This design comes from an exercise in tuning for small area and a short achievable clock period on the open sky130 flow, not from production work.
No run shown here included a check of the RTL's function; only the layout flow was run.
Power figures rest on the tool's default switching activity, not on a simulated workload.

## flow/design.v (module list and top-level ports; edited modules follow where they fit)
// module Q1S: 4139 lines
module Q1S(a, b, clk, res);
  // ...
==> flow/run.sh <==
#!/bin/bash
# synth_recipe.tcl (not shown) runs the flow's synth.tcl, then flattens the netlist and writes it again
# the make line also repeats each setting of config.mk as NAME=value (left out here)
make -C /OpenROAD-flow-scripts/flow DESIGN_CONFIG=/design/flow/config.mk WORK_HOME=/design/flow/orfs CLKGATE_MAP_FILE= SYNTH_SCRIPT=/design/flow/synth_recipe.tcl finish
==> flow/config.mk <==
export PLATFORM = sky130hd
export DESIGN_NAME = Q1S
export DESIGN_NICKNAME = Q1S
export VERILOG_FILES = /design/flow/design.v
export SDC_FILE = /design/flow/constraint.sdc
export NUM_CORES = 4
export LEC_CHECK = 0
export CAP_MARGIN = 20
export CORE_MARGIN = 2
export CORE_UTILIZATION = 55
export CTS_CLUSTER_DIAMETER = 100
export CTS_CLUSTER_SIZE = 20
export SETUP_SLACK_MARGIN = 4.9
export SLEW_MARGIN = 20
==> flow/constraint.sdc <==
create_clock -name core_clock -period 7.5 [get_ports {clk}]
set_input_delay 1.5000 -clock core_clock [delete_from_list [all_inputs] [get_ports {clk}]]
set_output_delay 1.5000 -clock core_clock [all_outputs]
set_load 0.01 [all_outputs]
==> results by group, run 1 <==
Outcome
  – Outcome: finished clean

Critical path
  – Critical Path Start Type: flip-flop
  – CP max stage delay: 410 ps
  – Critical Path End: r5_606$_DFF_P_
  – Slowest CP cell: a221o_2
  – R2R depth: 12

Layout
  – Inverter count: 325
  – CLK BUF: 40
  – Finished Cell Area: 39100 um^2
  – Most frequent cells in the layout: dfxtp_1 (522), xnor2_1 (414), inv_1 (315)
  – Fin cells: 4184
  – Nets: 3813
  – Sequential cell area share: 31.9%

Logic synthesis
  – Sequential fraction of the synthesis area: 33.9%
  – Ys async rst share: 0%
  – Post-Synth Adder-Cell Area: 21.1%
  – Syn_nets: 3976
  – XOR/XNOR Fraction of Synth Area: 10.8%
  – EDFF count, synth: 0
  – Post-synthesis mux area share: 0.0590%
  – Synth warn: 1
  – Post-synth top area share: 33.9%
  – Register bit total from synthesis: 611

Floorplanning
  – Initial Util: 55.8%
  – I/O pin count: 129

Power and ir drop
  – Peak supply drop: 0.203 mV
  – Logic pwr share: 53.8%
  – Clk network pwr share: 12.3%
  – Power Density: 430 nW/um^2
  – Sw Ratio: 43.6%
  – Switching Power: 0.00733 W

Global routing
  – Congestion Overflow GR: 0
  – Grt met1 use: 47.6%

Route
  – Post-route ant nets: 0
  – Vias per cell: 6.75
  – Drt drc: 0
  – DR WL met3: 19.5 mm

STA
  – Fin crit share: 35.8%
  – Setup ws final: 4810 ps
  – Tmin final: 2690 ps

Clocking
  – Clock-pin slew on the worst setup and hold paths: 80 ps
  – CTS root buf: clkbuf_16
==> inputs of run 2 (changes only) <==
--- a/flow/config.mk
+++ b/flow/config.mk
@@ -7,5 +7,5 @@
 export LEC_CHECK = 0
-export CAP_MARGIN = 20
+export CAP_MARGIN = 50
 export CORE_MARGIN = 2
-export CORE_UTILIZATION = 55
+export CORE_UTILIZATION = 40
 export CTS_CLUSTER_DIAMETER = 100
@@ -13,2 +13,2 @@
 export SETUP_SLACK_MARGIN = 4.9
-export SLEW_MARGIN = 20
+export SLEW_MARGIN = 70
==> results by group, run 2 <==
Critical path
  – CP max stage delay: 330 ps (-80 ps)
  – Critical Path Start Type: flip-flop
  – RR Startpoint: r4_431$_DFF_P_
  – R2R Path End: r5_601$_DFF_P_
  – R2R depth: 14 (+2)
  – R2r setup slk: 4830 ps
  – Cells along the critical path: ha_4 > ha_4 > nand3_4 > nor4_4 > buf_4 > nor3_4 > o41ai_4 > buf_4 > a211oi_4 > nor2_2 > a311oi_2 > buf_4 > o211ai_2 > xor2_1
  – Buf+Inv Stages, Crit Path: 3
  – CP Max Fanout: 5
  – Crit Path Class: flip-flop to flip-flop
  – Critical path startpoint: r4_431$_DFF_P_
  – Worst path top cell family by delay: compound AO/OA/AOI/OAI gates
  – WP data arrival: 3140 ps
  – CP Capture Type: flip-flop
  – Slowest CP cell: dfxtp_2
  – Most used cell, CP: buf_4
  – Critical Path RT: 7960 ps

STA
  – Setup TNS: 0 ps
  – Tmin final: 2670 ps (-12.3 ps)
  – Slew @ Worst Pin: 520 ps
  – Fin crit share: 35.7% (-0.16 points)
  – Final max-slew violation count: 0
  – RSZ-0062 raised after global routing: true
  – Setup violators final: 0
  – Skew final: 20.8 ps
  – Setup ws final: 4830 ps (+12.3 ps)
  – Final Hold Vio Count: 0
  – Max_slew headroom: 65.3%
  – Fmax: 374 MHz

Logic synthesis
  – Top post-synthesis cells by area: dfxtp_1 (34%), fa_1 (16%), xnor2_1 (10%)
  – Unique masters post-synth: 79
  – Synth area leader: dfxtp_1
  – XOR/XNOR Fraction of Synth Area: 10.8% (unchanged)
  – Main synth FF type: dfxtp_1
  – Compound-Gate Fraction of Synth Area: 21.3%
  – Post-Syn Area per Cell: 10.4 um^2
  – Sequential fraction of the synthesis area: 33.9% (unchanged)
  – Synth warn: 1 (unchanged)
  – Syn_nets: 3976 (unchanged)
  – Ys async rst share: 0% (unchanged)
  – Post-synthesis cell count: 3478
  – Synth Area in Simple Gates: 4.51%
  – Register bit total from synthesis: 611 (unchanged)
  – Largest family of logic cells by synthesized area: compound AO/OA/AOI/OAI gates
  – Post-synth top area share: 33.9% (unchanged)
  – EDFF count, synth: 0 (unchanged)
  – Count leader, synth: dfxtp_1
  – Synth cell count leaders: dfxtp_1 (611), xnor2_1 (414), inv_1 (319)
  – Post-synthesis mux area share: 0.0590% (unchanged)
  – Synth Cell Area: 36100 um^2
  – Post-Synth Adder-Cell Area: 21.1% (unchanged)

Hold path
  – Worst Hold Launch: r1_128$_DFF_P_
  – HP Class: flip-flop to flip-flop
  – Hold EP: r2_133$_DFF_P_
  – Hold Path Cell Cnt: 0

Layout
  – Fill cell count: 8344
  – Fin cells: 4577 (+9.4%)
  – Reg area: 12400 um^2
  – Area of the multi-input gates: 21600 um^2
  – Nets: 3882 (+1.8%)
  – Most frequent cells in the layout: dfxtp_1 (527), xnor2_1 (406), inv_1 (315)
  – Share of cells above drive strength 1: 14.6%
  – Commonest non-fill, non-tap cell in the layout: dfxtp_1
  – Syn-to-layout area delta: 13.3%

Floorplanning
  – Placeable Area: 89700 um^2
  – Rows: 110
  – Die H: 304 um
  – Die area: 92500 um^2
  – Die W: 304 um
  – I/O pin count: 129 (unchanged)
  – Initial Util: 40.2% (-16 points)

Route
  – WL/cell: 25.0 um
  – Routed WL: 114 mm
  – Drt initial violations: 3210
  – Routed vias: 27400
  – DR pass1 iterations: 9
  – Drt drc: 0 (unchanged)
  – Post-route ant nets: 0 (unchanged)
  – Vias per cell: 5.99 (-11%)

Clocking
  – Worst-Skew Late Latency: 590 ps
  – CTS sink count: 611
  – Clock-pin slew on the worst setup and hold paths: 80 ps (about the same)
  – CTS root buf: clkbuf_16
  – Clk buf depth: 3
  – TritonCTS clock tree: yes
  – # H-tree levels: 2
  – CTS buffer count: 37
  – Post-CTS Hold Buffers: 0

Global routing
  – Total global-route track usage: 23.8%
  – Congestion Overflow GR: 0 (unchanged)
  – Vias in the first global route: 27300
  – Initial antenna violation count: 9
  – First-pass GRT wire length: 171 mm
  – Largest net degree at the start of global routing: 35

Job
  – Max cap viols: 0

Power and ir drop
  – Peak supply drop: 0.186 mV (-8.2%)
  – Power Density: 411 nW/um^2 (-4.3%)
  – P_leak: 16.4 nW

Placement
  – Final HPWL DP: 78.5 mm
  – Gp weighted congestion: 0.910
  – Worst slack at placement: 4450 ps
  – Cell count after placement: 4470
  – Port buffer count: 128

Outcome
  – Outcome: finished clean
[run 2: cell type report]
| type | instances | area share [%] |
|---|---|---|
| diodes | 2 | 0.0122 |
| clock buffers | 46 | 2.35 |
| clock inverters | 8 | 0.199 |
| inverters | 325 | 3.04 |
| multi-input cells | 2128 | 52.9 |
| flip-flops and latches | 611 | 30.4 |
| well taps | 1176 | 3.60 |
| repair buffers | 281 | 7.49 |
[run 2: cells by family (layout without fill, tap and decap cells)]
kind of cell / count (synthesis) / in the layout
compound gates: 939 / 939
xor+xnor: 443 / 443
fa+ha+maj: 433 / 433
buf+inv: 739 / 660
flops: 611 / 611
mux: 2 / 2
other cells: 0 / 2
simple gates: 311 / 311
[run 2: what timing repair did]
item	in CTS	in global routing
setup buffers	22	17
setup endpoints to repair	141	74
gates resized for setup	344	75
pin swaps	36	32
[run 2: metrics by stage]
step	hold WS [ps]	total power (W)	instance area, um^2	utilization, %
global route	328	0.0182	40900	45.5
detailed placement	312	0.0142	38700	43.2
floorplan	310	0.0110	36100	-
CTS	319	0.0165	40100	44.7
global placement	310	0.0139	37500	41.8
finish	317	0.0168	40900	45.5
[run 2: worst reg2reg max path: cells and delay by family, from the launching register on]
family          cells  cell delay [ps]
compound gates      4              760
xor+xnor            1              140
flops               1              330
simple gates        4              510
buf+inv             3              490
fa+ha+maj           2              330
[run 2: how the worst max path moves through the flow]
stage	endpoint	cells after the start
after floorplan	r3_236$_DFF_P_	7
after global placement	r5_601$_DFF_P_	10
after detailed placement	r5_603$_DFF_P_	11
after CTS	res[41]	1
after global routing	r5_601$_DFF_P_	13
final	r5_601$_DFF_P_	14
[run 2: routing by layer]
| metal | GRT usage (%) | share of wire, % | vias to the layer above |
|---|---|---|---|
| met3 | 10.5 | 15 | 482 |
| met5 | 0.465 | 0.10 | - |
| li1 | - | - | 12000 |
| met4 | 9.01 | 4.6 | 12 |
| met1 | 32.0 | 41 | 13100 |
| met2 | 33.6 | 40 | 1862 |
[run 2: power by group]
part	total, W	internal [W]	switching [W]
Clock	0.00203	0.000947	0.00108
Sequential	0.00547	0.00463	0.000836
Combinational	0.00931	0.00407	0.00524
Total	0.0168	0.00965	0.00716

## separate check: timing with driven ports
The results above use ideal ports. As a check the final layouts listed here were re-extracted and re-timed, cells and wires unchanged. Step 1 assumes that a clkbuf_16 drives the clock port and a buf_2 every other input. Step 2 also shifts input and output timing later by t, the mid clock arrival at the registers, as if the neighbouring blocks saw the same clock. a / b / c = ideal ports / drivers / drivers and shift; a / b = the first two.
| run | t (ns) | setup slack, ns | hold slack, ns | cell pins on the clock port's net |
|---|---|---|---|---|
| run 1 | 0.665 | 4.814 / 4.814 / 4.523 | 0.322 / 0.322 / 0.322 | 1 |
| run 2 | 0.648 | 4.826 / 4.803 / 4.534 | 0.317 / 0.317 / 0.317 | 1 |
After both steps setup and hold are still met in every run listed. For run 2, which loses most, drivers alone change the setup slack by -0.023 ns; drivers and shift together by -0.292 ns.
